What follows belongs to an exercise in optimizing a design on an open flow for small area; a production flow would make more cautious choices. The RTL was checked by simulation tests, not by an equivalence proof against the original design. No activity file was given, so power comes from the tool's default toggle rates.

File: flow/design.v
module Pong_cyclone2(
    input wire CLK,
    input wire RST_BTN,
    output wire VGA_HS_O,
    output wire VGA_VS_O,
    output wire [3:0] VGA_R,
    output wire [3:0] VGA_G,
    output wire [3:0] VGA_B,
    input key0,
    input key1,
    input key2,
    input key3,
    input startsig
    );
wire rst = ~RST_BTN;
function gt10(input [9:0] a, input [9:0] b);
    integer i; reg g;
    begin
        g = 1'b0;
        for (i = 0; i < 10; i = i + 1)
            g = (a[i] & ~b[i]) | (a[i] & g) | (~b[i] & g);
        gt10 = g;
    end
endfunction
function inr(input [9:0] a, input [9:0] b);
    integer i; reg br; reg [9:0] d;
    begin
        br = 1'b0;
        for (i = 0; i < 10; i = i + 1) begin
            d[i] = a[i] ^ b[i] ^ br;
            br = (~a[i] & b[i]) | (~a[i] & br) | (b[i] & br);
        end
        inr = ~br & (d[9:5] == 5'd0) & (d[4:0] != 5'd0) & (d[4:0] < 5'd20);
    end
endfunction
function [9:0] step10(input [9:0] p, input en, input up);
    integer i; reg t;
    begin
        t = en;
        for (i = 0; i < 10; i = i + 1) begin
            step10[i] = p[i] ^ t;
            t = t & ~(p[i] ^ up);
        end
    end
endfunction
reg [10:0] u;
reg [9:0]  v;
wire [9:0] xr = u[10:1];
wire blank = u[10] & u[9] & (u[8] | (u[7] & u[6]));    
wire eol   = u[10] & ~u[9] & u[8] & u[0];               
wire v525  = v[9] & v[3] & v[2] & v[0];                 
always @(posedge CLK)
    if (rst)
        u <= 11'd1727;
    else if (eol)
        u <= 11'd1728;
    else
        u <= u + 11'd1;
always @(posedge CLK)
    if (rst | (v525 & u[0]))
        v <= 10'd0;
    else if (eol)
        v <= v + 10'd1;
assign VGA_HS_O = ~((u >= 11'd1760) & (u < 11'd1952));
assign VGA_VS_O = ~((v >= 10'd490) & (v < 10'd492));
wire vb = v[9] | (v[8] & v[7] & v[6] & v[5]);
wire [8:0] y = vb ? 9'd479 : v[8:0];
reg [2:0] s1, ns1;
reg gos, nsgo, sgo;
wire ss   = s1[2] & ~s1[0];
wire go2  = s1[2] & s1[0];
wire play = ~ss & ~sgo;
reg [14:0] c;
wire ptick = (c == 15'h61ca);
always @(posedge CLK)
    if (rst)
        c <= 15'h03ff;
    else
        c <= {c[13:0], c[14] ^ c[13] ^ ptick};
reg [15:0] cb;
wire btick = (cb == 16'he1b8);
always @(posedge CLK)
    if (rst)
        cb <= 16'hc370;
    else
        cb <= {cb[14:0], cb[15] ^ cb[14] ^ cb[12] ^ cb[3] ^ btick};
reg [9:0] bx;
reg [8:0] by;
reg [8:0] ply1, ply2, pry1, pry2;
wire [9:0] yy = {1'b0, y};
wire [9:0] byy = {1'b0, by};
wire ballx = ~blank & inr(xr, bx);
wire bally = inr(yy, byy);
wire ball = ballx & bally;
wire [8:0] pa = xr[9] ? pry1 : ply1;
wire [8:0] pb = xr[9] ? pry2 : ply2;
wire pin = gt10(yy, {1'b0, pa}) & gt10({1'b0, pb}, yy);
wire pl = (xr != 10'd0) & (xr < 10'd20) & pin;
wire pr = (xr > 10'd620) & (xr < 10'd640) & pin;
wire inx     = (xr != 10'd0) & (xr < 10'd640);
wire toprow  = (v != 10'd0) & (v < 10'd10);
wire botrow  = (v > 10'd470);
wire top     = inx & toprow;
wire bottom  = inx & botrow;
wire left    = (xr != 10'd0) & (xr < 10'd10) & (v != 10'd0);
wire right   = (xr > 10'd630) & (xr < 10'd640) & (v != 10'd0);
wire border  = top | bottom | left | right;
wire redbg   = inx & (v != 10'd0);
wire ywall = s1[0] ? bottom : top;
wire xpad  = s1[1] ? pr : pl;
wire xwall = s1[1] ? right : left;
always @(posedge CLK)
    if (rst) begin
        s1 <= 3'b100;
        ns1 <= 3'b100;
        gos <= 1'b0;
        nsgo <= 1'b0;
        sgo <= 1'b0;
    end else begin
        s1 <= ns1;
        gos <= gos | go2;
        nsgo <= gos;
        sgo <= nsgo;
        if (ss)
            ns1 <= startsig ? 3'b011 : 3'b100;
        else if (~s1[2]) begin
            if (ball & ywall)
                ns1 <= {1'b0, s1[1], ~s1[0]};
            else if (ball & xpad)
                ns1 <= {1'b0, ~s1[1], s1[0]};
            else if (ball & xwall)
                ns1 <= 3'b101;
        end else
            ns1 <= 3'b101;
    end
wire bmove = ~s1[2] & btick;
wire [9:0] bx_n = step10(bx, bmove, s1[1]);
wire [9:0] by_n = step10({1'b0, by}, bmove, s1[0]);
always @(posedge CLK)
    if (ss) begin
        bx <= 10'd310;
        by <= 9'd230;
    end else begin
        bx <= bx_n;
        by <= by_n[8:0];
    end
wire pmove = play & ptick;
wire lmv = pmove & ~(key3 & key2);
wire rmv = pmove & ~(key1 & key0);
wire lhold = pl & (toprow | botrow);
wire rhold = pr & (toprow | botrow);
wire [9:0] ply1_n = step10({1'b0, ply1}, lmv & ~lhold, ~key3);
wire [9:0] ply2_n = step10({1'b0, ply2}, lmv, ~key3);
wire [9:0] pry1_n = step10({1'b0, pry1}, rmv & ~rhold, ~key1);
wire [9:0] pry2_n = step10({1'b0, pry2}, rmv, ~key1);
always @(posedge CLK)
    if (ss) begin
        ply1 <= 9'd190;
        ply2 <= 9'd290;
        pry1 <= 9'd360;
        pry2 <= 9'd460;
    end else begin
        ply1 <= ply1_n[8:0];
        ply2 <= ply2_n[8:0];
        pry1 <= pry1_n[8:0];
        pry2 <= pry2_n[8:0];
    end
wire t1, t2;
assign t1 = ((((xr > 10'd540) & (xr < 10'd570))) & (((v > 10'd230) & (v < 10'd260)) | ((v > 10'd290) & (v < 10'd320)) | ((v > 10'd320) & (v < 10'd370)) | ((v > 10'd370) & (v < 10'd400)))) |
    ((((xr > 10'd344) & (xr < 10'd361))) & (((v > 10'd72) & (v < 10'd80)) | ((v > 10'd230) & (v < 10'd400)))) |
    ((((xr > 10'd400) & (xr < 10'd416)) | ((xr > 10'd450) & (xr < 10'd456))) & (((v > 10'd72) & (v < 10'd128)) | ((v > 10'd230) & (v < 10'd400)))) |
    ((((xr > 10'd64) & (xr < 10'd73))) & (((v > 10'd8) & (v < 10'd16)) | ((v > 10'd16) & (v < 10'd24)) | ((v > 10'd24) & (v < 10'd32)) | ((v > 10'd32) & (v < 10'd40)) | ((v > 10'd40) & (v < 10'd48)) | ((v > 10'd48) & (v < 10'd56)) | ((v > 10'd230) & (v < 10'd400)))) |
    ((((xr > 10'd239) & (xr < 10'd249)) | ((xr > 10'd287) & (xr < 10'd290)) | ((xr > 10'd480) & (xr < 10'd511))) & (((v > 10'd230) & (v < 10'd260)) | ((v > 10'd370) & (v < 10'd400)))) |
    ((((xr > 10'd510) & (xr < 10'd541))) & (((v > 10'd230) & (v < 10'd260)) | ((v > 10'd290) & (v < 10'd320)) | ((v > 10'd370) & (v < 10'd400)))) |
    ((((xr > 10'd60) & (xr < 10'd65)) | ((xr > 10'd290) & (xr < 10'd297)) | (xr == 10'd304) | ((xr > 10'd340) & (xr < 10'd345)) | (xr == 10'd416) | ((xr > 10'd455) & (xr < 10'd480))) & (((v > 10'd230) & (v < 10'd400)))) |
    ((((xr > 10'd160) & (xr < 10'd168))) & (((v > 10'd16) & (v < 10'd24)) | ((v > 10'd24) & (v < 10'd32)) | ((v > 10'd32) & (v < 10'd40)) | ((v > 10'd40) & (v < 10'd48)) | ((v > 10'd48) & (v < 10'd56)) | ((v > 10'd230) & (v < 10'd260)) | ((v > 10'd260) & (v < 10'd280)) | ((v > 10'd280) & (v < 10'd310)))) |
    ((((xr > 10'd328) & (xr < 10'd336))) & (((v > 10'd8) & (v < 10'd64)) | ((v > 10'd80) & (v < 10'd128)))) |
    ((((xr > 10'd416) & (xr < 10'd430))) & (((v > 10'd96) & (v < 10'd104)) | ((v > 10'd230) & (v < 10'd400)))) |
    ((((xr > 10'd216) & (xr < 10'd224))) & (((v > 10'd8) & (v < 10'd16)) | ((v > 10'd16) & (v < 10'd24)) | ((v > 10'd48) & (v < 10'd56)) | ((v > 10'd56) & (v < 10'd64)) | ((v > 10'd72) & (v < 10'd80)) | ((v > 10'd80) & (v < 10'd88)) | ((v > 10'd112) & (v < 10'd120)) | ((v > 10'd120) & (v < 10'd128)) | ((v > 10'd230) & (v < 10'd400)))) |
    ((((xr > 10'd39) & (xr < 10'd48))) & (((v > 10'd8) & (v < 10'd16)) | ((v > 10'd40) & (v < 10'd48)) | ((v > 10'd48) & (v < 10'd56)))) |
    ((((xr > 10'd312) & (xr < 10'd320))) & (((v > 10'd24) & (v < 10'd48)) | ((v > 10'd72) & (v < 10'd80)) | ((v > 10'd80) & (v < 10'd88)) | ((v > 10'd104) & (v < 10'd112)) | ((v > 10'd230) & (v < 10'd400)))) |
    ((((xr > 10'd440) & (xr < 10'd451))) & (((v > 10'd72) & (v < 10'd128)))) |
    ((((xr > 10'd135) & (xr < 10'd151))) & (((v > 10'd8) & (v < 10'd16)) | ((v > 10'd56) & (v < 10'd64)) | ((v > 10'd230) & (v < 10'd260)) | ((v > 10'd280) & (v < 10'd310)))) |
    ((((xr > 10'd248) & (xr < 10'd264))) & (((v > 10'd8) & (v < 10'd16)) | ((v > 10'd16) & (v < 10'd24)) | ((v > 10'd24) & (v < 10'd32)) | ((v > 10'd32) & (v < 10'd40)) | ((v > 10'd40) & (v < 10'd48)) | ((v > 10'd48) & (v < 10'd56)) | ((v > 10'd56) & (v < 10'd64)) | ((v > 10'd72) & (v < 10'd80)) | ((v > 10'd80) & (v < 10'd88)) | ((v > 10'd88) & (v < 10'd96)) | ((v > 10'd96) & (v < 10'd104)) | ((v > 10'd104) & (v < 10'd112)) | ((v > 10'd112) & (v < 10'd120)) | ((v > 10'd120) & (v < 10'd128)) | ((v > 10'd230) & (v < 10'd260)) | ((v > 10'd370) & (v < 10'd400)))) |
    ((((xr > 10'd96) & (xr < 10'd104))) & (((v > 10'd48) & (v < 10'd64)) | ((v > 10'd230) & (v < 10'd260)) | ((v > 10'd280) & (v < 10'd310)))) |
    ((((xr > 10'd200) & (xr < 10'd217))) & (((v > 10'd8) & (v < 10'd16)) | ((v > 10'd56) & (v < 10'd64)) | ((v > 10'd72) & (v < 10'd80)) | ((v > 10'd120) & (v < 10'd128)) | ((v > 10'd230) & (v < 10'd400)))) |
    ((((xr > 10'd184) & (xr < 10'd200))) & (((v > 10'd8) & (v < 10'd16)) | ((v > 10'd16) & (v < 10'd24)) | ((v > 10'd24) & (v < 10'd32)) | ((v > 10'd32) & (v < 10'd40)) | ((v > 10'd40) & (v < 10'd48)) | ((v > 10'd48) & (v < 10'd56)) | ((v > 10'd56) & (v < 10'd64)) | ((v > 10'd72) & (v < 10'd80)) | ((v > 10'd80) & (v < 10'd88)) | ((v > 10'd88) & (v < 10'd96)) | ((v > 10'd96) & (v < 10'd104)) | ((v > 10'd104) & (v < 10'd112)) | ((v > 10'd112) & (v < 10'd120)) | ((v > 10'd120) & (v < 10'd128)))) |
    ((((xr > 10'd296) & (xr < 10'd304))) & (((v > 10'd8) & (v < 10'd64)) | ((v > 10'd80) & (v < 10'd128)) | ((v > 10'd230) & (v < 10'd400)))) |
    ((((xr > 10'd150) & (xr < 10'd153))) & (((v > 10'd8) & (v < 10'd16)) | ((v > 10'd56) & (v < 10'd64)) | ((v > 10'd230) & (v < 10'd260)) | ((v > 10'd260) & (v < 10'd280)) | ((v > 10'd280) & (v < 10'd310)))) |
    ((((xr > 10'd224) & (xr < 10'd230))) & (((v > 10'd16) & (v < 10'd24)) | ((v > 10'd24) & (v < 10'd32)) | ((v > 10'd32) & (v < 10'd40)) | ((v > 10'd40) & (v < 10'd48)) | ((v > 10'd48) & (v < 10'd56)) | ((v > 10'd80) & (v < 10'd88)) | ((v > 10'd88) & (v < 10'd96)) | ((v > 10'd96) & (v < 10'd104)) | ((v > 10'd104) & (v < 10'd112)) | ((v > 10'd112) & (v < 10'd120)) | ((v > 10'd230) & (v < 10'd400)))) |
    ((((xr > 10'd320) & (xr < 10'd328))) & (((v > 10'd32) & (v < 10'd56)) | ((v > 10'd72) & (v < 10'd128)))) |
    ((((xr > 10'd360) & (xr < 10'd370))) & (((v > 10'd72) & (v < 10'd80)) | ((v > 10'd80) & (v < 10'd128)) | ((v > 10'd230) & (v < 10'd400)))) |
    ((((xr > 10'd120) & (xr < 10'd136))) & (((v > 10'd8) & (v < 10'd16)) | ((v > 10'd16) & (v < 10'd24)) | ((v > 10'd24) & (v < 10'd32)) | ((v > 10'd32) & (v < 10'd40)) | ((v > 10'd40) & (v < 10'd48)) | ((v > 10'd48) & (v < 10'd56)) | ((v > 10'd56) & (v < 10'd64)) | ((v > 10'd230) & (v < 10'd260)) | ((v > 10'd280) & (v < 10'd310)))) |
    ((((xr > 10'd304) & (xr < 10'd312))) & (((v > 10'd16) & (v < 10'd40)) | ((v > 10'd72) & (v < 10'd80)) | ((v > 10'd80) & (v < 10'd88)) | ((v > 10'd104) & (v < 10'd112)) | ((v > 10'd230) & (v < 10'd400)))) |
    ((((xr > 10'd375) & (xr < 10'd385))) & (((v > 10'd72) & (v < 10'd80)) | ((v > 10'd265) & (v < 10'd320)))) |
    ((((xr > 10'd279) & (xr < 10'd288))) & (((v > 10'd8) & (v < 10'd16)) | ((v > 10'd56) & (v < 10'd64)) | ((v > 10'd72) & (v < 10'd80)) | ((v > 10'd120) & (v < 10'd128)) | ((v > 10'd230) & (v < 10'd260)) | ((v > 10'd370) & (v < 10'd400)))) |
    ((((xr > 10'd104) & (xr < 10'd112))) & (((v > 10'd8) & (v < 10'd56)) | ((v > 10'd230) & (v < 10'd260)) | ((v > 10'd280) & (v < 10'd310)))) |
    ((((xr > 10'd391) & (xr < 10'd400))) & (((v > 10'd285) & (v < 10'd350)))) |
    (((xr == 10'd312)) & (((v > 10'd72) & (v < 10'd80)) | ((v > 10'd80) & (v < 10'd88)) | ((v > 10'd104) & (v < 10'd112)) | ((v > 10'd230) & (v < 10'd400)))) |
    ((((xr > 10'd385) & (xr < 10'd392))) & (((v > 10'd72) & (v < 10'd80)) | ((v > 10'd285) & (v < 10'd350)))) |
    ((((xr > 10'd16) & (xr < 10'd24))) & (((v > 10'd8) & (v < 10'd16)) | ((v > 10'd16) & (v < 10'd24)) | ((v > 10'd24) & (v < 10'd32)) | ((v > 10'd32) & (v < 10'd40)) | ((v > 10'd56) & (v < 10'd64)))) |
    ((((xr > 10'd72) & (xr < 10'd80))) & (((v > 10'd8) & (v < 10'd16)) | ((v > 10'd16) & (v < 10'd24)) | ((v > 10'd24) & (v < 10'd32)) | ((v > 10'd32) & (v < 10'd40)) | ((v > 10'd40) & (v < 10'd48)) | ((v > 10'd48) & (v < 10'd56)) | ((v > 10'd56) & (v < 10'd64)) | ((v > 10'd230) & (v < 10'd400)))) |
    ((((xr > 10'd167) & (xr < 10'd176))) & (((v > 10'd24) & (v < 10'd32)) | ((v > 10'd32) & (v < 10'd40)) | ((v > 10'd40) & (v < 10'd48)) | ((v > 10'd230) & (v < 10'd260)) | ((v > 10'd260) & (v < 10'd280)) | ((v > 10'd280) & (v < 10'd310)))) |
    (((xr == 10'd96) | (xr == 10'd104) | ((xr > 10'd111) & (xr < 10'd121))) & (((v > 10'd230) & (v < 10'd260)) | ((v > 10'd280) & (v < 10'd310)))) |
    ((((xr > 10'd263) & (xr < 10'd280))) & (((v > 10'd8) & (v < 10'd16)) | ((v > 10'd24) & (v < 10'd32)) | ((v > 10'd56) & (v < 10'd64)) | ((v > 10'd72) & (v < 10'd80)) | ((v > 10'd88) & (v < 10'd96)) | ((v > 10'd120) & (v < 10'd128)) | ((v > 10'd230) & (v < 10'd260)) | ((v > 10'd370) & (v < 10'd400)))) |
    ((((xr > 10'd90) & (xr < 10'd96))) & (((v > 10'd56) & (v < 10'd64)) | ((v > 10'd230) & (v < 10'd260)) | ((v > 10'd280) & (v < 10'd310)))) |
    ((((xr > 10'd152) & (xr < 10'd160))) & (((v > 10'd8) & (v < 10'd16)) | ((v > 10'd16) & (v < 10'd24)) | ((v > 10'd48) & (v < 10'd56)) | ((v > 10'd56) & (v < 10'd64)) | ((v > 10'd230) & (v < 10'd260)) | ((v > 10'd260) & (v < 10'd280)) | ((v > 10'd280) & (v < 10'd310)))) |
    ((((xr > 10'd79) & (xr < 10'd88))) & (((v > 10'd48) & (v < 10'd56)) | ((v > 10'd56) & (v < 10'd64)) | ((v > 10'd230) & (v < 10'd400)))) |
    ((((xr > 10'd370) & (xr < 10'd376))) & (((v > 10'd72) & (v < 10'd80)) | ((v > 10'd80) & (v < 10'd128)) | ((v > 10'd265) & (v < 10'd320)))) |
    ((((xr > 10'd175) & (xr < 10'd180))) & (((v > 10'd230) & (v < 10'd260)) | ((v > 10'd260) & (v < 10'd280)) | ((v > 10'd280) & (v < 10'd310)))) |
    ((((xr > 10'd87) & (xr < 10'd90))) & (((v > 10'd56) & (v < 10'd64)) | ((v > 10'd230) & (v < 10'd400)))) |
    (((xr == 10'd32)) & (((v > 10'd8) & (v < 10'd16)) | ((v > 10'd32) & (v < 10'd40)) | ((v > 10'd40) & (v < 10'd48)) | ((v > 10'd56) & (v < 10'd64)))) |
    ((((xr > 10'd231) & (xr < 10'd240))) & (((v > 10'd24) & (v < 10'd32)) | ((v > 10'd32) & (v < 10'd40)) | ((v > 10'd40) & (v < 10'd48)) | ((v > 10'd88) & (v < 10'd96)) | ((v > 10'd96) & (v < 10'd104)) | ((v > 10'd104) & (v < 10'd112)) | ((v > 10'd230) & (v < 10'd260)) | ((v > 10'd370) & (v < 10'd400)))) |
    ((((xr > 10'd24) & (xr < 10'd32))) & (((v > 10'd8) & (v < 10'd16)) | ((v > 10'd24) & (v < 10'd32)) | ((v > 10'd32) & (v < 10'd40)) | ((v > 10'd40) & (v < 10'd48)) | ((v > 10'd56) & (v < 10'd64)))) |
    ((((xr > 10'd32) & (xr < 10'd40))) & (((v > 10'd8) & (v < 10'd16)) | ((v > 10'd32) & (v < 10'd40)) | ((v > 10'd40) & (v < 10'd48)) | ((v > 10'd48) & (v < 10'd56)) | ((v > 10'd56) & (v < 10'd64)))) |
    ((((xr > 10'd429) & (xr < 10'd440))) & (((v > 10'd96) & (v < 10'd104)))) |
    (((xr == 10'd230)) & (((v > 10'd16) & (v < 10'd24)) | ((v > 10'd24) & (v < 10'd32)) | ((v > 10'd32) & (v < 10'd40)) | ((v > 10'd40) & (v < 10'd48)) | ((v > 10'd48) & (v < 10'd56)) | ((v > 10'd80) & (v < 10'd88)) | ((v > 10'd88) & (v < 10'd96)) | ((v > 10'd96) & (v < 10'd104)) | ((v > 10'd104) & (v < 10'd112)) | ((v > 10'd112) & (v < 10'd120)))) |
    (((xr == 10'd224)) & (((v > 10'd16) & (v < 10'd24)) | ((v > 10'd48) & (v < 10'd56)) | ((v > 10'd80) & (v < 10'd88)) | ((v > 10'd112) & (v < 10'd120)) | ((v > 10'd230) & (v < 10'd400)))) |
    (((xr == 10'd24)) & (((v > 10'd8) & (v < 10'd16)) | ((v > 10'd24) & (v < 10'd32)) | ((v > 10'd32) & (v < 10'd40)) | ((v > 10'd56) & (v < 10'd64)))) |
    (((xr == 10'd231)) & (((v > 10'd16) & (v < 10'd24)) | ((v > 10'd24) & (v < 10'd32)) | ((v > 10'd32) & (v < 10'd40)) | ((v > 10'd40) & (v < 10'd48)) | ((v > 10'd48) & (v < 10'd56)) | ((v > 10'd80) & (v < 10'd88)) | ((v > 10'd88) & (v < 10'd96)) | ((v > 10'd96) & (v < 10'd104)) | ((v > 10'd104) & (v < 10'd112)) | ((v > 10'd112) & (v < 10'd120)) | ((v > 10'd230) & (v < 10'd260)) | ((v > 10'd370) & (v < 10'd400)))) |
    (((xr == 10'd160)) & (((v > 10'd16) & (v < 10'd24)) | ((v > 10'd48) & (v < 10'd56)) | ((v > 10'd230) & (v < 10'd260)) | ((v > 10'd260) & (v < 10'd280)) | ((v > 10'd280) & (v < 10'd310)))) |
    ((((xr > 10'd8) & (xr < 10'd17))) & (((v > 10'd16) & (v < 10'd24)) | ((v > 10'd24) & (v < 10'd32)) | ((v > 10'd56) & (v < 10'd64)))) |
    (((xr == 10'd385)) & (((v > 10'd72) & (v < 10'd80)))) |
    (((xr == 10'd370)) & (((v > 10'd72) & (v < 10'd80)) | ((v > 10'd80) & (v < 10'd128)))) |
    (((xr == 10'd200)) & (((v > 10'd8) & (v < 10'd16)) | ((v > 10'd56) & (v < 10'd64)) | ((v > 10'd72) & (v < 10'd80)) | ((v > 10'd120) & (v < 10'd128)))) |
    (((xr == 10'd90)) & (((v > 10'd56) & (v < 10'd64))));
assign t2 = ((((xr > 10'd96) & (xr < 10'd104)) | ((xr > 10'd424) & (xr < 10'd432)) | ((xr > 10'd432) & (xr < 10'd440))) & (((v > 10'd8) & (v < 10'd64)))) |
    ((((xr > 10'd8) & (xr < 10'd17)) | ((xr > 10'd240) & (xr < 10'd249)) | ((xr > 10'd295) & (xr < 10'd304))) & (((v > 10'd24) & (v < 10'd32)) | ((v > 10'd32) & (v < 10'd40)) | ((v > 10'd40) & (v < 10'd48)))) |
    ((((xr > 10'd328) & (xr < 10'd336))) & (((v > 10'd24) & (v < 10'd72)))) |
    ((((xr > 10'd463) & (xr < 10'd472))) & (((v > 10'd16) & (v < 10'd24)) | ((v > 10'd24) & (v < 10'd32)) | ((v > 10'd48) & (v < 10'd56)) | ((v > 10'd56) & (v < 10'd64)))) |
    ((((xr > 10'd80) & (xr < 10'd96))) & (((v > 10'd8) & (v < 10'd16)) | ((v > 10'd16) & (v < 10'd24)) | ((v > 10'd40) & (v < 10'd48)))) |
    ((((xr > 10'd16) & (xr < 10'd24)) | ((xr > 10'd248) & (xr < 10'd256)) | ((xr > 10'd288) & (xr < 10'd296))) & (((v > 10'd16) & (v < 10'd24)) | ((v > 10'd24) & (v < 10'd32)) | ((v > 10'd32) & (v < 10'd40)) | ((v > 10'd40) & (v < 10'd48)) | ((v > 10'd48) & (v < 10'd56)))) |
    ((((xr > 10'd440) & (xr < 10'd456))) & (((v > 10'd8) & (v < 10'd16)) | ((v > 10'd32) & (v < 10'd40)) | ((v > 10'd40) & (v < 10'd48)))) |
    ((((xr > 10'd120) & (xr < 10'd128)) | ((xr > 10'd152) & (xr < 10'd160)) | ((xr > 10'd160) & (xr < 10'd168))) & (((v > 10'd8) & (v < 10'd60)))) |
    ((((xr > 10'd320) & (xr < 10'd328))) & (((v > 10'd8) & (v < 10'd48)))) |
    ((((xr > 10'd176) & (xr < 10'd192)) | ((xr > 10'd376) & (xr < 10'd392))) & (((v > 10'd8) & (v < 10'd16)) | ((v > 10'd16) & (v < 10'd24)) | ((v > 10'd24) & (v < 10'd32)) | ((v > 10'd32) & (v < 10'd40)) | ((v > 10'd40) & (v < 10'd48)) | ((v > 10'd48) & (v < 10'd56)) | ((v > 10'd56) & (v < 10'd64)))) |
    ((((xr > 10'd191) & (xr < 10'd208)) | ((xr > 10'd391) & (xr < 10'd408))) & (((v > 10'd8) & (v < 10'd16)) | ((v > 10'd24) & (v < 10'd32)) | ((v > 10'd56) & (v < 10'd64)))) |
    ((((xr > 10'd456) & (xr < 10'd464))) & (((v > 10'd8) & (v < 10'd16)) | ((v > 10'd16) & (v < 10'd24)) | ((v > 10'd24) & (v < 10'd32)) | ((v > 10'd32) & (v < 10'd40)) | ((v > 10'd48) & (v < 10'd56)) | ((v > 10'd56) & (v < 10'd64)))) |
    ((((xr > 10'd72) & (xr < 10'd80)) | ((xr > 10'd104) & (xr < 10'd112))) & (((v > 10'd16) & (v < 10'd64)))) |
    ((((xr > 10'd48) & (xr < 10'd56))) & (((v > 10'd8) & (v < 10'd16)) | ((v > 10'd32) & (v < 10'd40)) | ((v > 10'd40) & (v < 10'd48)) | ((v > 10'd48) & (v < 10'd56)) | ((v > 10'd56) & (v < 10'd64)))) |
    (((xr == 10'd24) | (xr == 10'd256) | (xr == 10'd288)) & (((v > 10'd16) & (v < 10'd24)) | ((v > 10'd48) & (v < 10'd56)))) |
    ((((xr > 10'd40) & (xr < 10'd49))) & (((v > 10'd8) & (v < 10'd16)) | ((v > 10'd32) & (v < 10'd40)) | ((v > 10'd56) & (v < 10'd64)))) |
    ((((xr > 10'd31) & (xr < 10'd41)) | ((xr > 10'd207) & (xr < 10'd216)) | ((xr > 10'd263) & (xr < 10'd281)) | ((xr > 10'd407) & (xr < 10'd416))) & (((v > 10'd8) & (v < 10'd16)) | ((v > 10'd56) & (v < 10'd64)))) |
    ((((xr > 10'd24) & (xr < 10'd32)) | ((xr > 10'd256) & (xr < 10'd264)) | ((xr > 10'd280) & (xr < 10'd288))) & (((v > 10'd8) & (v < 10'd16)) | ((v > 10'd16) & (v < 10'd24)) | ((v > 10'd48) & (v < 10'd56)) | ((v > 10'd56) & (v < 10'd64)))) |
    ((((xr > 10'd336) & (xr < 10'd344))) & (((v > 10'd56) & (v < 10'd72)))) |
    ((((xr > 10'd55) & (xr < 10'd64))) & (((v > 10'd32) & (v < 10'd40)) | ((v > 10'd40) & (v < 10'd48)) | ((v > 10'd48) & (v < 10'd56)) | ((v > 10'd56) & (v < 10'd64)))) |
    ((((xr > 10'd312) & (xr < 10'd320)) | ((xr > 10'd360) & (xr < 10'd368))) & (((v > 10'd8) & (v < 10'd24)))) |
    ((((xr > 10'd128) & (xr < 10'd136)) | ((xr > 10'd144) & (xr < 10'd152))) & (((v > 10'd16) & (v < 10'd32)))) |
    ((((xr > 10'd471) & (xr < 10'd480))) & (((v > 10'd56) & (v < 10'd64)))) |
    ((((xr > 10'd344) & (xr < 10'd352))) & (((v > 10'd40) & (v < 10'd72)))) |
    ((((xr > 10'd352) & (xr < 10'd360))) & (((v > 10'd8) & (v < 10'd40)))) |
    ((((xr > 10'd136) & (xr < 10'd144))) & (((v > 10'd24) & (v < 10'd40)))) |
    (((xr == 10'd456)) & (((v > 10'd8) & (v < 10'd16)) | ((v > 10'd32) & (v < 10'd40)))) |
    (((xr == 10'd440)) & (((v > 10'd40) & (v < 10'd48))));
reg r3, g3, b3;
always @(posedge CLK)
    if (ss) begin
        r3 <= redbg;
        g3 <= t1;
        b3 <= t1;
    end else if (sgo) begin
        r3 <= t2;
        g3 <= t2;
        b3 <= t2;
    end else begin
        r3 <= pr | border;
        g3 <= pl | border;
        b3 <= ball | border;
    end
assign VGA_R = {r3, 3'b000};
assign VGA_G = {g3, 3'b000};
assign VGA_B = {b3, 3'b000};
endmodule
File: flow/config.mk
export PLATFORM = sky130hd
export DESIGN_NAME = Pong_cyclone2
export DESIGN_NICKNAME = Pong_cyclone2
export VERILOG_FILES = /design/flow/design.v
export SDC_FILE = /design/flow/constraint.sdc
export NUM_CORES = 4
export LEC_CHECK = 0
export CAP_MARGIN = 20
export CORE_MARGIN = 2
export CORE_UTILIZATION = 40
export CTS_BUF_LIST = sky130_fd_sc_hd__clkbuf_8
export CTS_CLUSTER_SIZE = 30
export SLEW_MARGIN = 20
File: flow/run.sh
#!/bin/bash
# synth_recipe.tcl (not shown) runs the flow's synth.tcl, then flattens the netlist and writes it again
# the make line also repeats each setting of config.mk as NAME=value (left out here)
make -C /OpenROAD-flow-scripts/flow DESIGN_CONFIG=/design/flow/config.mk WORK_HOME=/design/flow/orfs CLKGATE_MAP_FILE= SYNTH_SCRIPT=/design/flow/synth_recipe.tcl finish
File: flow/constraint.sdc
create_clock -name core_clock -period 10.0 [get_ports {CLK}]
set_input_delay 2.0000 -clock core_clock [delete_from_list [all_inputs] [get_ports {CLK}]]
set_output_delay 2.0000 -clock core_clock [all_outputs]
set_load 0.01 [all_outputs]
==> results of run 1 <==
worst max-delay path, delay by kind of cell (launching register included):
family                     cells  cell delay [ns]
adders and majority gates     10             3.46
AOI/OAI and AO/OA              5             1.24
DFF                            1             0.71
and+or+nand+nor                3             0.50
buffers and inverters          4             0.44
metrics by stage:
stage	instances	power (W)	hold WS (ns)
after global placement	1608	0.000824	0.411
after floorplan	1360	0.000726	0.401
after detailed placement	1608	0.000819	0.415
after global routing	1641	0.00134	0.456
final	1641	0.00129	0.435
after CTS	1640	0.00128	0.437
final timing paths:
check                                           end  slack [ns]  cells past startpoint
worst min register to register      c[9]$_SDFF_PN1_        0.43                      1
worst max register to register  ns1[0]$_SDFFE_PN0P_        3.50                     22
worst min-delay path                c[9]$_SDFF_PN1_        0.43                      1
worst max-delay path            ns1[0]$_SDFFE_PN0P_        3.50                     22
layout by cell type, fill, tap and decap left out, types with 14 or more instances in the layout:
cell and count:
inv_1 34, nor3_1 56, a21oi_1 71, o21ai_0 77, nor4_1 30, nand3_1 57
and2_1 21, or3_1 28, nor2_1 126, xor2_1 22, nand2b_1 42, and3_1 14
o31ai_1 14, fa_1 17, mux2i_1 16, a31oi_1 16, nand4_1 35, nand2_1 128
xnor2_1 50, clkbuf_8 17, buf_4 23, dfxtp_1 118
registers in the layout (all words and copies together), names as in the netlist:
| register | count |
|---|---|
| sgo | 1 |
| ply2 | 9 |
| g3 | 1 |
| pry2 | 9 |
| bx | 10 |
| u | 11 |
| b3 | 1 |
| ns1 | 3 |
| cb | 16 |
| gos | 1 |
| nsgo | 1 |
| v | 10 |
| pry1 | 9 |
| by | 9 |
| s1 | 3 |
| c | 15 |
| ply1 | 9 |
| r3 | 1 |
per-layer routing:
layer,share of wire,track usage,vias up
li1,-,-,4851
met1,0.40,0.384,4968
met2,0.44,0.482,612
met3,0.086,0.0703,172
met4,0.072,0.194,0
met5,0,0,-
cell families after synthesis:
kind of cell               share of synthesized area
muxes                                         0.0251
and+or+nand+nor                                0.333
AOI/OAI and AO/OA                              0.225
DFF                                            0.235
adders and majority gates                     0.0446
buffers and inverters                         0.0752
xor gates and xnor gates                      0.0621
other                                       0.000369
power by group:
part	total (W)	switching (W)	internal, W
clock	0.000464	0.000232	0.000232
sequential	0.000508	0.0000194	0.000489
combinational	0.000320	0.000238	0.0000821
cell type report:
cell class | instances | area, sq um
clock buffer | 17 | 234
clock inverter | 15 | 179
fill | 2611 | 14300
inverter | 39 | 146
multi-input combinational | 1086 | 7050
sequential | 119 | 2380
tap | 330 | 413
timing repair buffer | 35 | 288
==> results.py, run 1 <==
metrics = {
    "sta": {
        "skew_ns": 0.0120,
        "setup_ws_ns": 3.50,
        "relSlewSlack": 0.214,
        "drv_slew": 0,
        "max_freq_ghz": 0.154,
        "worstMarginPinSlew_ns": 1.17,
        "totalNegativeSetupSlack_ns": 0,
        "post-route-period-util": 0.650,
        "hold_violations": 0,
        "rsz0062_at_grt": "false",
        "min_period_ns": 6.50,
        "setup_viol": 0,
    },
    "floorplan": {
        "start_util": 0.405,
        "die_h_microns": 163,
        "io_pins": 21,
        "core-area_sq_um": 25000,
        "die_x_microns": 163,
        "die_area_sq_um": 26700,
        "num_rows": 58,
    },
    "hold_path": {
        "hold_class": "flip-flop to flip-flop",
        "hp-start": "c[8]$_SDFF_PN1_",
    },
    "setup_path": {
        "critPathSlowestCell": "a2111oi_1",
        "max_stage_delay_ns": 0.72,
        "crit_path_max_fanout": 17,
        "r2r_start": "u[1]$_SDFF_PN1_",
        "cp_cell_sequence": "inv_1, ha_1, fa_1, fa_1, fa_1, inv_1, fa_1, inv_1, fa_1, fa_1, fa_1, fa_1, inv_1, fa_1, nor2_1, o21ai_0, a2111oi_1, nor2b_1, nand4_1, a22o_1, a31oi_1, a311oi_1",
        "cp-startpoint": "u[1]$_SDFF_PN1_",
        "worstPathRequired_ns": 10.31,
        "end_kind": "flip-flop",
        "cp-start-kind": "flip-flop",
        "worstSetupPathType": "flip-flop to flip-flop",
        "crit_top_cell": "fa_1",
        "cp.arrival_ns": 6.82,
    },
    "placed_design": {
        "io_buffers": 11,
        "gp_congestion": 1.04,
        "place_area_sq_um": 10300,
        "hpwl_microns": 29000,
        "dp_worst_setup_slack_ns": 3.56,
    },
    "cells_and_area": {
        "final_nets": 1331,
        "finish.utilization": 0.427,
        "area_growth_pct": 5.32,
        "drive_above_1_share": 0.0854,
        "stdcell_area_sq_um": 10700,
        "n_antenna_cell": 0,
    },
    "route": {
        "wl_per_cell_microns": 24.8,
        "first_pass_iters": 7,
        "drt-vias-per-instance": 6.46,
        "drt-total-wl_microns": 40700,
        "drc": 0,
        "via_count": 10600,
        "ant_nets": 0,
        "drt_iter0_markers": 1518,
    },
    "clock_network": {
        "cts_made_buffers": 17,
        "max-clock-path-buffers": 2,
        "cts_tree": "done",
        "clock_latency_ns": 0.45,
        "cts_hold_buf": 0,
        "post_cts_buffers": 0,
        "cts_sinks": 119,
        "root_buffer": "clkbuf_8",
        "h-tree-depth": 4,
        "path_clk_slew_ns": 0.08,
        "cts_resized": 0,
    },
    "yosys": {
        "syn_inst": 1352,
        "synth_edf_count": 0,
        "async_flop_share": 0,
        "synth.area.top_cells": "dfxtp_1 (23%), nand2_1 (4.7%), nor2_1 (4.7%)",
        "synth_top_cell_by_area": "dfxtp_1",
        "synth_cell_type_count": 104,
        "netlist_area_sq_um": 10200,
        "synth_commonest_cells": "nand2_1 (128), nor2_1 (127), dfxtp_1 (119)",
        "synth-main-ff-cell": "dfxtp_1",
        "yosysWarnings": 1,
        "synth_top_area_frac": 0.235,
        "ys_seq_elements": 119,
        "synth.most_common_cell": "nand2_1",
        "synth-seq-area-share": 0.235,
        "synth.avg_cell_area_sq_um": 7.51,
    },
    "power": {
        "peakVddDrop_mv": 0.109,
        "power_density_nw_per_um2": 121,
        "leakagePower_nw": 3.66,
    },
    "job": {
        "max_cap_violations": 0,
    },
    "grt": {
        "grt_pass1_vias": 9729,
        "grt_usage": 0.308,
        "grt_max_degree": 56,
        "antenna_found_initial": 1,
        "grt_pass1_wl_microns": 61500,
        "overflow": 0,
    },
    "run_status": {
        "outcome": "timing/DRC/antenna clean",
    },
}
==> inputs of run 2 (changes only) <==
==> flow/flow/run.sh (new file) <==
#!/bin/bash
# Layout flow: the standard synthesis, then the combinational cells of its
# netlist are re-mapped for area with ABC (flip-flops kept as they are), then
# the standard layout from floorplan to finish, with a leaner clock tree.
# Each tool writes its full output to a log of its own in this folder.
set -euo pipefail
W=$PWD
LIB=$FLOW_HOME/platforms/sky130hd/lib/sky130_fd_sc_hd__tt_025C_1v80.lib
R=$W/orfs/results/sky130hd/Pong_cyclone2/base

# 1. standard synthesis
bash standard.sh synth > log_1_synth.log 2>&1

# 2. re-map the combinational logic for area
cp $R/1_2_yosys.v $W/synth_standard.v
python3 flow/unmap.py $LIB $W/synth_standard.v $W/remap_in.v > log_2_unmap.log 2>&1
DONT_USE=$(sed -n '/^export DONT_USE_CELLS/,/^#/p' $FLOW_HOME/platforms/sky130hd/config.mk \
  | grep -o 'sky130_fd_sc_hd__[a-z0-9_]*' | sed 's/^/-dont_use /' | tr '\n' ' ')
cat > $W/remap.ys <<YS
read_liberty -lib $LIB
read_verilog $W/remap_in.v
hierarchy -check -top $FLOW_TOP
proc
opt_expr
techmap
opt -fast
abc -liberty $LIB $DONT_USE -script $W/flow/remap.abc
opt_clean -purge
hilomap -singleton -hicell sky130_fd_sc_hd__conb_1 HI -locell sky130_fd_sc_hd__conb_1 LO
splitnets
opt_clean -purge
stat -liberty $LIB
check -assert -mapped
write_verilog -noattr -nohex -nodec $W/remap_out.v
YS
yosys -s $W/remap.ys > log_3_remap.log 2>&1
cp $W/remap_out.v $R/1_2_yosys.v
rm -f $R/1_synth.odb $R/1_synth.sdc
bash standard.sh synth > log_4_synth_odb.log 2>&1

# 3. standard layout, with a clock tree without dummy loads
bash standard.sh \
  "CTS_ARGS=-sink_clustering_enable -repair_clock_nets -dont_use_dummy_load -buf_list sky130_fd_sc_hd__clkbuf_8 -sink_clustering_size 30 -sink_clustering_max_diameter 100" \
  finish > log_5_layout.log 2>&1
==> flow/flow/remap.abc (new file) <==
strash
&get -n
&st
&deepsyn -T 60
&put
dch -f
amap
topo
==> flow/flow/unmap.py (new file) <==
#!/usr/bin/env python3
"""Rewrite a mapped sky130hd netlist so that every combinational cell becomes a
plain Verilog assign of its liberty function. Flip-flops (any cell whose
outputs are state, not a function of its pins) stay as cell instances, so
their names and types are kept.
usage: unmap.py LIB IN.v OUT.v"""
import re, sys

lib, src_path, out_path = sys.argv[1:4]
funcs = {}
cur = pin = None
for line in open(lib):
    m = re.match(r'\s*cell\s*\(\s*"?(\w+)"?\s*\)', line)
    if m:
        cur = m.group(1)
        funcs[cur] = {}
        continue
    m = re.match(r'\s*pin\s*\(\s*"?(\w+)"?\s*\)', line)
    if m:
        pin = m.group(1)
        continue
    m = re.match(r'\s*function\s*:\s*"([^"]*)"', line)
    if m and cur:
        funcs[cur][pin] = m.group(1)


def sequential(cell):
    f = funcs.get(cell, {})
    if not f:
        return True
    return any(re.search(r'\bI?Q\w*\b|IQ', e) for e in f.values())


def ref(n):
    n = n.strip()
    return '(' + n + (' ' if n.startswith('\\') else '') + ')'


def conv(f, conn):
    f = f.replace('!', '~')
    return re.sub(r'\b[A-Za-z_]\w*\b',
                  lambda m: ref(conn[m.group(0)]) if m.group(0) in conn else m.group(0), f)


src = open(src_path).read()
assigns = []
kept = 0


def repl(m):
    global kept
    cell, body = m.group(1), m.group(3)
    if sequential(cell):
        kept += 1
        return m.group(0)
    conn = dict((a, b.strip()) for a, b in re.findall(r'\.(\w+)\(([^()]*)\)', body))
    for p, f in funcs[cell].items():
        if p in conn and conn[p]:
            lhs = conn[p] + (' ' if conn[p].startswith('\\') else '')
            assigns.append('  assign %s = %s;' % (lhs, conv(f, conn)))
    return ''


res = re.sub(r'(sky130_fd_sc_hd__\w+)\s+(\\\S+\s|\S+)\s*\((.*?)\);', repl, src, flags=re.S)
res = res.replace('endmodule', '\n'.join(assigns) + '\nendmodule')
open(out_path, 'w').write(res)
print('kept %d sequential cells, wrote %d assigns' % (kept, len(assigns)))
==> flow/standard.sh (new file) <==
#!/bin/bash
# synth_recipe.tcl (not shown) runs the flow's synth.tcl, then flattens the netlist and writes it again
# the make line also repeats each setting of config.mk as NAME=value (left out here)
make -C /OpenROAD-flow-scripts/flow DESIGN_CONFIG=/design/flow/config.mk WORK_HOME=/design/flow/orfs CLKGATE_MAP_FILE= SYNTH_SCRIPT=/design/flow/synth_recipe.tcl "${@:-finish}"
--- a/flow/config.mk
+++ b/flow/config.mk
@@ -8,6 +8,4 @@
 export CAP_MARGIN = 20
 export CORE_MARGIN = 2
 export CORE_UTILIZATION = 40
-export CTS_BUF_LIST = sky130_fd_sc_hd__clkbuf_8
-export CTS_CLUSTER_SIZE = 30
 export SLEW_MARGIN = 20
removed: flow/run.sh
==> run 2 against run 1 <==
Compared with the run above:
- still clean
- wire length down 42%
- flip-flop and latch count unchanged
- fmax down 2.6%
- sequential share of layout area up 8.6 points
- combinational power down 61%
- total power down 27%
- critical endpoint is now pry1[7]$_SDFF_PP0_
- largest power group unchanged
- highest routed layer unchanged
==> results.py, run 2 <==
metrics = {
    "hold_path": {
        "hold_class": "flip-flop to flip-flop",
        "hold_end": "c[10]$_SDFF_PN0_",
        "hp-start": "c[9]$_SDFF_PN1_",
        "holdPathStages": 2,
    },
    "power": {
        "p_sw_frac": 0.293,
        "peakVddDrop_mv": 0.108,
        "power_density_nw_per_um2": 123,
        "comb_power_share": 0.131,
        "seqPwrFrac": 0.532,
        "p_int_w": 0.000669,
        "leakagePower_nw": 2.42,
        "p_sw_w": 0.000277,
        "clkPwrFrac": 0.337,
    },
    "clock_network": {
        "root_buffer": "clkbuf_8",
        "max-clock-path-buffers": 2,
        "h-tree-depth": 4,
        "cts_made_buffers": 17,
        "post_cts_buffers": 0,
        "cts_sinks": 119,
        "cts_tree": "done",
        "path_clk_slew_ns": 0.06,
        "cts_resized": 0,
        "cts_hold_buf": 0,
        "clock_latency_ns": 0.44,
    },
    "sta": {
        "worstMarginPinSlew_ns": 0.942,
        "hold_violations": 0,
        "post-route-period-util": 0.667,
        "drv_slew": 0,
        "skew_ns": 0.0221,
        "max_freq_ghz": 0.150,
        "totalNegativeSetupSlack_ns": 0,
        "setup_ws_ns": 3.33,
        "rsz0062_at_grt": "false",
        "fin_hold_ws_ns": 0.417,
        "setup_viol": 0,
        "min_period_ns": 6.67,
        "relSlewSlack": 0.368,
    },
    "floorplan": {
        "core-area_sq_um": 17200,
        "die_x_microns": 136,
        "die_area_sq_um": 18600,
        "die_h_microns": 136,
        "start_util": 0.407,
        "io_pins": 21,
        "num_rows": 48,
    },
    "setup_path": {
        "crit_path_max_fanout": 27,
        "cp.arrival_ns": 7.04,
        "cp-start-kind": "flip-flop",
        "end_kind": "flip-flop",
        "worstPathRequired_ns": 10.36,
        "r2r-end": "pry1[7]$_SDFF_PP0_",
        "r2r_slack_ns": 3.33,
        "worstSetupPathType": "flip-flop to flip-flop",
        "rr_worst_depth": 27,
        "r2r_start": "u[10]$_SDFF_PP1_",
    },
    "grt": {
        "overflow": 0,
        "grt_max_degree": 41,
        "grt_usage": 0.259,
        "grt_pass1_wl_microns": 37500,
        "grt_pass1_vias": 7056,
        "antenna_found_initial": 0,
    },
    "route": {
        "drc": 0,
        "ant_nets": 0,
        "first_pass_iters": 6,
        "drt-total-wl_microns": 23500,
        "via_count": 7806,
        "drt_iter0_markers": 910,
        "drt-vias-per-instance": 6.07,
        "wl_per_cell_microns": 18.3,
    },
    "yosys": {
        "netlist_area_sq_um": 7010,
        "yosysWarnings": 1,
        "synth.avg_cell_area_sq_um": 6.87,
        "syn_inst": 1021,
    },
    "cells_and_area": {
        "drive_above_1_share": 0.0217,
        "final_cell_mix": "nor2_1 (209), clkinv_1 (144), dfxtp_1 (119)",
        "largest_reg_flops": 16,
        "final_nets": 1071,
        "regMostFlops": "cb",
        "layout_commonest_cell": "nor2_1",
        "fillers": 1861,
        "top_regs": "cb: 16 flops, c: 15 flops, u: 11 flops",
        "n_antenna_cell": 0,
        "area_growth_pct": 9.92,
    },
    "placed_design": {
        "hpwl_microns": 17300,
        "gp_congestion": 0.994,
        "dp_worst_setup_slack_ns": 3.52,
        "io_buffers": 11,
    },
    "run_status": {
        "outcome": "timing/DRC/antenna clean",
    },
    "job": {
        "max_cap_violations": 0,
    },
}
[run 2: cell type report]
cell class / instances / area [sq um] / share of cell area
well taps: 225 / 282 / 0.0365
repair buffers: 16 / 148 / 0.0192
flip-flops and latches: 119 / 2380 / 0.309
multi-input cells: 766 / 4120 / 0.535
clock buffers: 17 / 234 / 0.0304
inverters: 144 / 541 / 0.0701
[run 2: worst max-delay path: stages, from the launching register on]
cell and delay (ns):
dfxtp_1 0.92, clkinv_1 0.91, o22ai_1 0.44, nor2b_1 0.17, o22ai_1 0.07, a222oi_1 0.27
nor3_1 0.08, a221o_1 0.27, a222oi_1 0.23, clkinv_1 0.11, a222oi_1 0.22, o21ai_0 0.22
a2111oi_0 0.66, clkinv_1 0.19, o21ai_0 0.49, nor2_1 0.14, nand2_1 0.12, nor3_1 0.08
nand2_1 0.11, o21ai_0 0.11, nand2_1 0.11, or3_1 0.13, o31ai_1 0.08, nand2_1 0.10
nor2_1 0.06, nor2_1 0.14, a21oi_1 0.08, a21oi_1 0.11
[run 2: worst max-delay path by stage]
stage / cells after the start / end / from / slack, ns
3_3_place_gp: 27 / pry1[7]$_SDFF_PP0_ / u[10]$_SDFF_PP1_ / 3.77
6_report: 27 / pry1[7]$_SDFF_PP0_ / u[10]$_SDFF_PP1_ / 3.33
2_1_floorplan: 27 / pry1[8]$_SDFF_PP1_ / u[10]$_SDFF_PP1_ / 4.75
5_1_grt: 27 / pry1[7]$_SDFF_PP0_ / u[10]$_SDFF_PP1_ / 2.49
4_1_cts: 27 / pry1[7]$_SDFF_PP0_ / u[10]$_SDFF_PP1_ / 3.48
3_5_place_dp: 27 / pry1[8]$_SDFF_PP1_ / u[10]$_SDFF_PP1_ / 3.52
[run 2: per-layer routing]
metal / track usage / wire (microns) / up-vias
met2: 0.383 / 10200 / 377
met4: 0.116 / 789 / 0
met5: 0 / 0 / -
met1: 0.362 / 10600 / 3567
met3: 0.0541 / 1960 / 67
li1: - / - / 3795
[run 2: per-stage QoR]
stage                     instance area, sq um  power, W  cells  utilization
after floorplan                           7040  0.000584   1029            -
after global routing                      7710  0.000986   1287        0.447
after detailed placement                  7470  0.000632   1270        0.434
after global placement                    7470  0.000635   1270        0.434
final                                     7710  0.000946   1287        0.447
after CTS                                 7710  0.000951   1287        0.447
[run 2: power groups by stage]
stage | registers, W | logic [W] | clock network [W]
6_report | 0.000504 | 0.000124 | 0.000319
5_1_grt | 0.000505 | 0.000135 | 0.000346
4_1_cts | 0.000503 | 0.000120 | 0.000329
3_5_place_dp | 0.000513 | 0.000119 | 0
3_3_place_gp | 0.000514 | 0.000122 | 0
2_1_floorplan | 0.000509 | 0.0000749 | 0
==> inputs of run 3 (changes only) <==
==> flow/flow/run.sh (replaced) <==
#!/bin/bash
# Layout flow: the standard synthesis, then the combinational cells of its
# netlist are re-mapped for area with ABC (flip-flops kept as they are, with
# their names and cell types), then the standard layout from floorplan to
# finish, with a leaner clock tree. Each tool writes its full output to a log
# of its own in this folder.
set -euo pipefail
W=$PWD
LIB=$FLOW_HOME/platforms/sky130hd/lib/sky130_fd_sc_hd__tt_025C_1v80.lib
R=$W/orfs/results/sky130hd/Pong_cyclone2/base

# 1. standard synthesis
bash standard.sh synth > log_1_synth.log 2>&1

# 2. re-map the combinational logic for area: four ABC runs with different
#    random seeds, the smallest result is kept
cp $R/1_2_yosys.v $W/synth_standard.v
python3 flow/unmap.py $LIB $W/synth_standard.v $W/remap_in.v > log_2_unmap.log 2>&1
DONT_USE=$(sed -n '/^export DONT_USE_CELLS/,/^#/p' $FLOW_HOME/platforms/sky130hd/config.mk \
  | grep -o 'sky130_fd_sc_hd__[a-z0-9_]*' | sed 's/^/-dont_use /' | tr '\n' ' ')
for S in 1 2 3 4; do
  sed "s/SEED/$S/" flow/remap.abc > $W/remap_$S.abc
  cat > $W/remap_$S.ys <<YS
read_liberty -lib $LIB
read_verilog $W/remap_in.v
hierarchy -check -top $FLOW_TOP
proc
opt_expr
techmap
opt -fast
abc -liberty $LIB $DONT_USE -script $W/remap_$S.abc
opt_clean -purge
hilomap -singleton -hicell sky130_fd_sc_hd__conb_1 HI -locell sky130_fd_sc_hd__conb_1 LO
splitnets
opt_clean -purge
tee -o $W/remap_$S.stat stat -liberty $LIB
check -assert -mapped
write_verilog -noattr -nohex -nodec $W/remap_out_$S.v
YS
  yosys -s $W/remap_$S.ys > log_3_remap_$S.log 2>&1 &
done
wait
best=""
best_area=""
for S in 1 2 3 4; do
  if [[ -s $W/remap_out_$S.v ]] && grep -q "Chip area" $W/remap_$S.stat; then
    a=$(grep "Chip area" $W/remap_$S.stat | awk '{print $NF}')
    echo "seed $S: area $a" >> log_3_remap_pick.log
    if [[ -z "$best" ]] || awk "BEGIN{exit !($a < $best_area)}"; then best=$S; best_area=$a; fi
  fi
done
echo "picked seed $best ($best_area)" >> log_3_remap_pick.log
if [[ -n "$best" ]]; then
  cp $W/remap_out_$best.v $R/1_2_yosys.v
  rm -f $R/1_synth.odb $R/1_synth.sdc
  bash standard.sh synth > log_4_synth_odb.log 2>&1
fi

# 3. standard layout, with a clock tree of small buffers and no dummy loads
bash standard.sh \
  "CTS_ARGS=-sink_clustering_enable -repair_clock_nets -dont_use_dummy_load -root_buf sky130_fd_sc_hd__clkbuf_8 -buf_list sky130_fd_sc_hd__clkbuf_4 sky130_fd_sc_hd__clkbuf_8 -sink_clustering_size 30 -sink_clustering_max_diameter 100" \
  "BUFFER_PORTS_ARGS=-buffer_cell sky130_fd_sc_hd__buf_1" \
  finish > log_5_layout.log 2>&1
==> flow/flow/remap.abc (replaced) <==
strash
&get -n
&st
&deepsyn -J 40 -T 400 -S SEED
&put
dch -f
amap -F 2 -A 30
topo
==> run 3 against run 2 <==
Compared with the run above:
- the run now fails in 4_1_cts
- synthesized cell count barely moved
- area after synthesis decreased by 0.18%
==> results.py, run 3 <==
metrics = {
    "run_status": {
        "outcome": "aborted with a tool error",
        "lastStage": "4_1_cts",
        "firstError": "[ERROR STA-0564] clock_tree_synthesis positional arguments not supported.",
    },
    "placed_design": {
        "gp_congestion": 1.01,
        "io_buffers": 11,
        "hpwl_microns": 17900,
        "dp.cells": 1268,
    },
    "yosys": {
        "synth.avg_cell_area_sq_um": 6.86,
        "yosysWarnings": 1,
        "netlist_area_sq_um": 7000,
        "syn_inst": 1020,
    },
    "floorplan": {
        "io_pins": 21,
        "start_util": 0.407,
        "die_h_microns": 136,
        "die_x_microns": 136,
        "num_rows": 48,
    },
}
## run 3: worst max path at each step
| stage | to | slack (ns) | depth (start not counted) |
|---|---|---|---|
| after floorplan | ply1[8]$_SDFF_PP0_ | 5.58 | 24 |
| after global placement | ply1[8]$_SDFF_PP0_ | 4.72 | 24 |
| after detailed placement | ply1[8]$_SDFF_PP0_ | 4.43 | 24 |
## run 3: metrics by stage
| step | total power, W | area [sq um] | setup WS, ns |
|---|---|---|---|
| 2_1_floorplan | 0.000590 | 7030 | 5.58 |
| 3_3_place_gp | 0.000643 | 7380 | 4.72 |
| 3_5_place_dp | 0.000640 | 7380 | 4.43 |
## run 3: power groups by stage
stage               sequential [W]  clock [W]  combinational (W)
floorplan                 0.000508          0          0.0000815
global placement          0.000516          0           0.000127
detailed placement        0.000516          0           0.000124
==> inputs of run 4 (changes only) <==
--- a/flow/flow/run.sh
+++ b/flow/flow/run.sh
@@ -58,6 +58,6 @@
 
 # 3. standard layout, with a clock tree of small buffers and no dummy loads
 bash standard.sh \
-  "CTS_ARGS=-sink_clustering_enable -repair_clock_nets -dont_use_dummy_load -root_buf sky130_fd_sc_hd__clkbuf_8 -buf_list sky130_fd_sc_hd__clkbuf_4 sky130_fd_sc_hd__clkbuf_8 -sink_clustering_size 30 -sink_clustering_max_diameter 100" \
+  "CTS_ARGS=-sink_clustering_enable -repair_clock_nets -dont_use_dummy_load -root_buf sky130_fd_sc_hd__clkbuf_8 -buf_list {sky130_fd_sc_hd__clkbuf_4 sky130_fd_sc_hd__clkbuf_8} -sink_clustering_size 30 -sink_clustering_max_diameter 100" \
   "BUFFER_PORTS_ARGS=-buffer_cell sky130_fd_sc_hd__buf_1" \
   finish > log_5_layout.log 2>&1
==> run 4 against run 3 <==
Compared with the run above:
- synthesized cell count did not move
- area after synthesis did not move
- now clean on timing, DRC and antenna
==> results.py, run 4 <==
metrics = {
    "sta": {
        "setup_viol": 0,
        "setup_ws_ns": 4.24,
        "max_freq_ghz": 0.174,
        "skew_ns": 0.0231,
        "totalNegativeSetupSlack_ns": 0,
        "relSlewSlack": 0.303,
        "hold_violations": 0,
        "drv_slew": 0,
        "min_period_ns": 5.76,
        "post-route-period-util": 0.576,
        "worstMarginPinSlew_ns": 1.02,
        "rsz0062_at_grt": "false",
    },
    "clock_network": {
        "max-clock-path-buffers": 2,
        "post_cts_buffers": 0,
        "cts_made_buffers": 17,
        "path_clk_slew_ns": 0.07,
        "root_buffer": "clkbuf_8",
        "cts_resized": 0,
        "cts_sinks": 119,
        "cts_tree": "done",
        "cts_hold_buf": 0,
        "clock_latency_ns": 0.44,
        "h-tree-depth": 4,
    },
    "setup_path": {
        "rr_worst_depth": 24,
        "r2r_slack_ns": 4.24,
        "cp_top_family": "compound AO/OA/AOI/OAI gates",
        "max_stage_delay_ns": 0.94,
        "end_kind": "flip-flop",
        "crit_path_max_fanout": 31,
        "r2r-end": "ply1[8]$_SDFF_PP0_",
        "cp.arrival_ns": 6.11,
        "worstPathRequired_ns": 10.36,
        "worstSetupPathType": "flip-flop to flip-flop",
        "r2r_start": "u[10]$_SDFF_PP1_",
        "crit_buf_inv": 4,
        "critPathSlowestCell": "clkinv_1",
        "cp_cell_sequence": "clkinv_1, o21ai_0, nand2_1, o21ai_0, o221a_1, o22ai_1, a31oi_1, a211oi_1, nor2_1, a221oi_1, a211oi_1, o21ai_0, nor4_1, a21oi_1, o221ai_1, clkinv_1, and3_1, o22ai_1, clkinv_1, o221ai_1, clkinv_1, o221ai_1, o21ai_0, a21oi_1",
        "cp-start-kind": "flip-flop",
    },
    "cells_and_area": {
        "final_nets": 1069,
        "largest_reg_flops": 16,
        "n_antenna_cell": 0,
        "regMostFlops": "cb",
        "top_regs": "cb: 16 flops, c: 15 flops, u: 11 flops",
        "drive_above_1_share": 0.0198,
        "fillers": 1831,
        "layout_commonest_cell": "nor2_1",
        "final_cell_mix": "nor2_1 (202), clkinv_1 (157), dfxtp_1 (119)",
        "area_growth_pct": 8.81,
        "finish.utilization": 0.443,
        "fin_cells": 1285,
    },
    "grt": {
        "grt_max_degree": 38,
        "grt_pass1_wl_microns": 38400,
        "overflow": 0,
        "antenna_found_initial": 0,
        "grt_usage": 0.266,
        "grt_pass1_vias": 7160,
    },
    "placed_design": {
        "dp.cells": 1268,
        "dp_worst_setup_slack_ns": 4.43,
        "io_buffers": 11,
        "hpwl_microns": 17900,
        "gp_congestion": 1.01,
    },
    "route": {
        "drt-vias-per-instance": 6.19,
        "drt_iter0_markers": 1072,
        "drt-total-wl_microns": 24400,
        "drc": 0,
        "ant_nets": 0,
        "wl_per_cell_microns": 19.0,
        "via_count": 7949,
        "first_pass_iters": 6,
    },
    "power": {
        "p_sw_frac": 0.301,
        "power_density_nw_per_um2": 126,
        "p_sw_w": 0.000288,
        "fin_total_pwr_w": 0.000958,
        "comb_power_share": 0.136,
        "p_int_w": 0.000669,
        "clkPwrFrac": 0.336,
        "seqPwrFrac": 0.528,
        "peakVddDrop_mv": 0.103,
        "leakagePower_nw": 2.43,
    },
    "floorplan": {
        "io_pins": 21,
        "num_rows": 48,
        "die_area_sq_um": 18600,
        "core-area_sq_um": 17200,
        "start_util": 0.407,
        "die_x_microns": 136,
        "die_h_microns": 136,
    },
    "hold_path": {
        "hold_end": "cb[3]$_SDFF_PN0_",
        "holdPathStages": 2,
        "hp-start": "cb[2]$_SDFF_PN0_",
        "hold_class": "flip-flop to flip-flop",
    },
    "yosys": {
        "yosysWarnings": 1,
        "syn_inst": 1020,
        "synth.avg_cell_area_sq_um": 6.86,
        "netlist_area_sq_um": 7000,
    },
    "job": {
        "max_cap_violations": 0,
    },
    "run_status": {
        "outcome": "timing/DRC/antenna clean",
    },
}
-- run 4: layout make-up --
class                   instances  area (sq um)  share of cell area
multi-input cells             752          4060               0.533
flip-flops and latches        119          2380               0.313
inverters                     157           589              0.0774
well taps                     225           282              0.0370
clock buffers                  17           234              0.0307
repair buffers                 15          71.3             0.00936
-- run 4: worst reg2reg max path, stage by stage (launching register included) --
cell	delay, ns
dfxtp_1	0.86
clkinv_1	0.94
o21ai_0	0.51
nand2_1	0.09
o21ai_0	0.07
o221a_1	0.20
o22ai_1	0.08
a31oi_1	0.19
a211oi_1	0.07
nor2_1	0.13
a221oi_1	0.05
a211oi_1	0.19
o21ai_0	0.16
nor4_1	0.46
a21oi_1	0.24
o221ai_1	0.17
clkinv_1	0.18
and3_1	0.21
o22ai_1	0.20
clkinv_1	0.11
o221ai_1	0.11
clkinv_1	0.13
o221ai_1	0.10
o21ai_0	0.10
a21oi_1	0.12
-- run 4: layer usage --
metal | up-vias | share of wire | GRT usage
met4 | 0 | 0.030 | 0.107
met1 | 3665 | 0.46 | 0.378
met5 | - | 0 | 0
li1 | 3799 | - | -
met2 | 419 | 0.43 | 0.391
met3 | 66 | 0.086 | 0.0567
-- run 4: worst max path at each step --
stage                          start                  to  slack (ns)  cells past startpoint
global route        u[10]$_SDFF_PP1_  ply1[8]$_SDFF_PP0_        3.66                     24
floorplan           u[10]$_SDFF_PP1_  ply1[8]$_SDFF_PP0_        5.58                     24
detailed placement  u[10]$_SDFF_PP1_  ply1[8]$_SDFF_PP0_        4.43                     24
global placement    u[10]$_SDFF_PP1_  ply1[8]$_SDFF_PP0_        4.72                     24
finish              u[10]$_SDFF_PP1_  ply1[8]$_SDFF_PP0_        4.24                     24
CTS                 u[10]$_SDFF_PP1_  ply1[8]$_SDFF_PP0_        4.42                     24
-- run 4: power by group through the flow --
stage / combinational (W) / sequential (W) / clock, W
2_1_floorplan: 0.0000815 / 0.000508 / 0
3_3_place_gp: 0.000127 / 0.000516 / 0
3_5_place_dp: 0.000124 / 0.000516 / 0
4_1_cts: 0.000125 / 0.000505 / 0.000328
5_1_grt: 0.000140 / 0.000507 / 0.000344
6_report: 0.000130 / 0.000506 / 0.000321
-- run 4: stage by stage --
stage	instance area, sq um	hold slack, ns
2_1_floorplan	7030	0.392
3_3_place_gp	7380	0.412
3_5_place_dp	7380	0.412
4_1_cts	7620	0.421
5_1_grt	7620	0.433
6_report	7620	0.417
==> inputs of run 5 (changes only) <==
--- a/flow/flow/run.sh
+++ b/flow/flow/run.sh
@@ -58,6 +58,6 @@
 
 # 3. standard layout, with a clock tree of small buffers and no dummy loads
 bash standard.sh \
-  "CTS_ARGS=-sink_clustering_enable -repair_clock_nets -dont_use_dummy_load -root_buf sky130_fd_sc_hd__clkbuf_8 -buf_list {sky130_fd_sc_hd__clkbuf_4 sky130_fd_sc_hd__clkbuf_8} -sink_clustering_size 30 -sink_clustering_max_diameter 100" \
+  "CTS_ARGS=-sink_clustering_enable -repair_clock_nets -dont_use_dummy_load -root_buf sky130_fd_sc_hd__clkbuf_8 -buf_list sky130_fd_sc_hd__clkbuf_8 -sink_clustering_size 30 -sink_clustering_max_diameter 100" \
   "BUFFER_PORTS_ARGS=-buffer_cell sky130_fd_sc_hd__buf_1" \
   finish > log_5_layout.log 2>&1
==> run 5 against run 4 <==
Compared with the run above:
- still clean
- sequential power about the same
- cell area is the same
- count of clock-buffer cells in the layout unchanged
- critical endpoint unchanged
- largest cell class unchanged
- highest routed layer unchanged
==> results.py, run 5 <==
metrics = {
    "hold_path": {
        "hold_end": "cb[3]$_SDFF_PN0_",
        "holdPathStages": 2,
        "hold_class": "flip-flop to flip-flop",
        "hp-start": "cb[2]$_SDFF_PN0_",
    },
    "power": {
        "p_sw_w": 0.000288,
        "p_sw_frac": 0.301,
        "p_int_w": 0.000669,
        "clkPwrFrac": 0.336,
        "leakagePower_nw": 2.43,
        "peakVddDrop_mv": 0.103,
        "power_density_nw_per_um2": 126,
        "seqPwrFrac": 0.528,
        "comb_power_share": 0.136,
    },
    "yosys": {
        "netlist_area_sq_um": 7000,
        "yosysWarnings": 1,
        "synth.avg_cell_area_sq_um": 6.86,
        "syn_inst": 1020,
    },
    "placed_design": {
        "dp.cells": 1268,
        "hpwl_microns": 17900,
        "gp_congestion": 1.01,
        "io_buffers": 11,
        "place_area_sq_um": 7380,
    },
    "sta": {
        "relSlewSlack": 0.303,
        "min_period_ns": 5.76,
        "fin_hold_ws_ns": 0.417,
        "drv_slew": 0,
        "worstMarginPinSlew_ns": 1.02,
        "post-route-period-util": 0.576,
        "hold_violations": 0,
        "max_freq_ghz": 0.174,
        "totalNegativeSetupSlack_ns": 0,
        "rsz0062_at_grt": "false",
        "skew_ns": 0.0231,
        "setup_viol": 0,
    },
    "cells_and_area": {
        "top_regs": "cb: 16 flops, c: 15 flops, u: 11 flops",
        "area_growth_pct": 8.81,
        "layout_commonest_cell": "nor2_1",
        "fin_cells": 1285,
        "final_nets": 1069,
        "n_antenna_cell": 0,
        "largest_reg_flops": 16,
        "fillers": 1831,
        "regMostFlops": "cb",
        "final_cell_mix": "nor2_1 (202), clkinv_1 (157), dfxtp_1 (119)",
        "stdcell_area_sq_um": 7620,
        "drive_above_1_share": 0.0198,
    },
    "grt": {
        "grt_max_degree": 38,
        "grt_usage": 0.266,
        "grt_pass1_wl_microns": 38400,
        "grt_pass1_vias": 7160,
        "antenna_found_initial": 0,
        "overflow": 0,
    },
    "clock_network": {
        "path_clk_slew_ns": 0.07,
        "clock_latency_ns": 0.44,
        "max-clock-path-buffers": 2,
        "cts_hold_buf": 0,
        "cts_tree": "done",
        "cts_resized": 0,
        "post_cts_buffers": 0,
        "cts_made_buffers": 17,
        "h-tree-depth": 4,
        "root_buffer": "clkbuf_8",
        "cts_sinks": 119,
    },
    "setup_path": {
        "r2r_slack_ns": 4.24,
        "r2r-end": "ply1[8]$_SDFF_PP0_",
        "rr_worst_depth": 24,
        "critPathSlowestCell": "clkinv_1",
        "r2r_start": "u[10]$_SDFF_PP1_",
        "cp.arrival_ns": 6.11,
        "crit_path_max_fanout": 31,
        "cp_cell_sequence": "clkinv_1, o21ai_0, nand2_1, o21ai_0, o221a_1, o22ai_1, a31oi_1, a211oi_1, nor2_1, a221oi_1, a211oi_1, o21ai_0, nor4_1, a21oi_1, o221ai_1, clkinv_1, and3_1, o22ai_1, clkinv_1, o221ai_1, clkinv_1, o221ai_1, o21ai_0, a21oi_1",
        "cp-start-kind": "flip-flop",
        "max_stage_delay_ns": 0.94,
        "worstPathRequired_ns": 10.36,
        "worstSetupPathType": "flip-flop to flip-flop",
        "end_kind": "flip-flop",
    },
    "floorplan": {
        "num_rows": 48,
        "die_x_microns": 136,
        "die_area_sq_um": 18600,
        "core-area_sq_um": 17200,
        "io_pins": 21,
        "die_h_microns": 136,
        "start_util": 0.407,
    },
    "route": {
        "drc": 0,
        "drt-total-wl_microns": 24400,
        "via_count": 7949,
        "first_pass_iters": 6,
        "drt-vias-per-instance": 6.19,
        "wl_per_cell_microns": 19.0,
        "ant_nets": 0,
        "drt_iter0_markers": 1072,
    },
    "run_status": {
        "outcome": "timing/DRC/antenna clean",
    },
    "job": {
        "max_cap_violations": 0,
    },
}
run 5: area by class of cell:
class / instances / area [sq um] / share of cell area
well taps: 225 / 282 / 0.0370
repair buffers: 15 / 71.3 / 0.00936
inverters: 157 / 589 / 0.0774
clock buffers: 17 / 234 / 0.0307
multi-input cells: 752 / 4060 / 0.533
flip-flops and latches: 119 / 2380 / 0.313
run 5: worst max-delay path, delay by kind of cell (launching register included):
kind / cells / cell delay (ns)
compound gates: 16 / 2.56
simple gates: 4 / 0.89
buf+inv: 4 / 1.36
flops: 1 / 0.86
run 5: power groups by stage:
stage,combinational (W),sequential (W),clock (W)
global placement,0.000127,0.000516,0
CTS,0.000125,0.000505,0.000328
floorplan,0.0000815,0.000508,0
finish,0.000130,0.000506,0.000321
detailed placement,0.000124,0.000516,0
global route,0.000140,0.000507,0.000344
run 5: through the flow:
step | util | total power, W | worst slack [ns]
floorplan | - | 0.000590 | 5.58
global placement | 0.430 | 0.000643 | 4.72
detailed placement | 0.430 | 0.000640 | 4.43
CTS | 0.443 | 0.000958 | 4.42
global route | 0.443 | 0.000992 | 3.66
finish | 0.443 | 0.000958 | 4.24
run 5: metal layers:
layer	vias to the layer above	wire length, microns	track usage
li1	3799	-	-
met1	3665	11100	0.378
met2	419	10400	0.391
met3	66	2090	0.0567
met4	0	736	0.107
met5	-	0	0
run 5: worst max-delay path by stage:
stage                      from            endpoint  slack [ns]  depth (start not counted)
6_report       u[10]$_SDFF_PP1_  ply1[8]$_SDFF_PP0_        4.24                         24
5_1_grt        u[10]$_SDFF_PP1_  ply1[8]$_SDFF_PP0_        3.66                         24
2_1_floorplan  u[10]$_SDFF_PP1_  ply1[8]$_SDFF_PP0_        5.58                         24
4_1_cts        u[10]$_SDFF_PP1_  ply1[8]$_SDFF_PP0_        4.42                         24
3_3_place_gp   u[10]$_SDFF_PP1_  ply1[8]$_SDFF_PP0_        4.72                         24
3_5_place_dp   u[10]$_SDFF_PP1_  ply1[8]$_SDFF_PP0_        4.43                         24

Re-timed with assumed drivers on the ports (clkbuf_16 on the clock, buf_2 on other inputs), run 5 has 4.245 ns of setup slack against 4.245 ns with ideal ports, and 4.245 ns once port delays also move by the mid clock arrival of 0.464 ns.
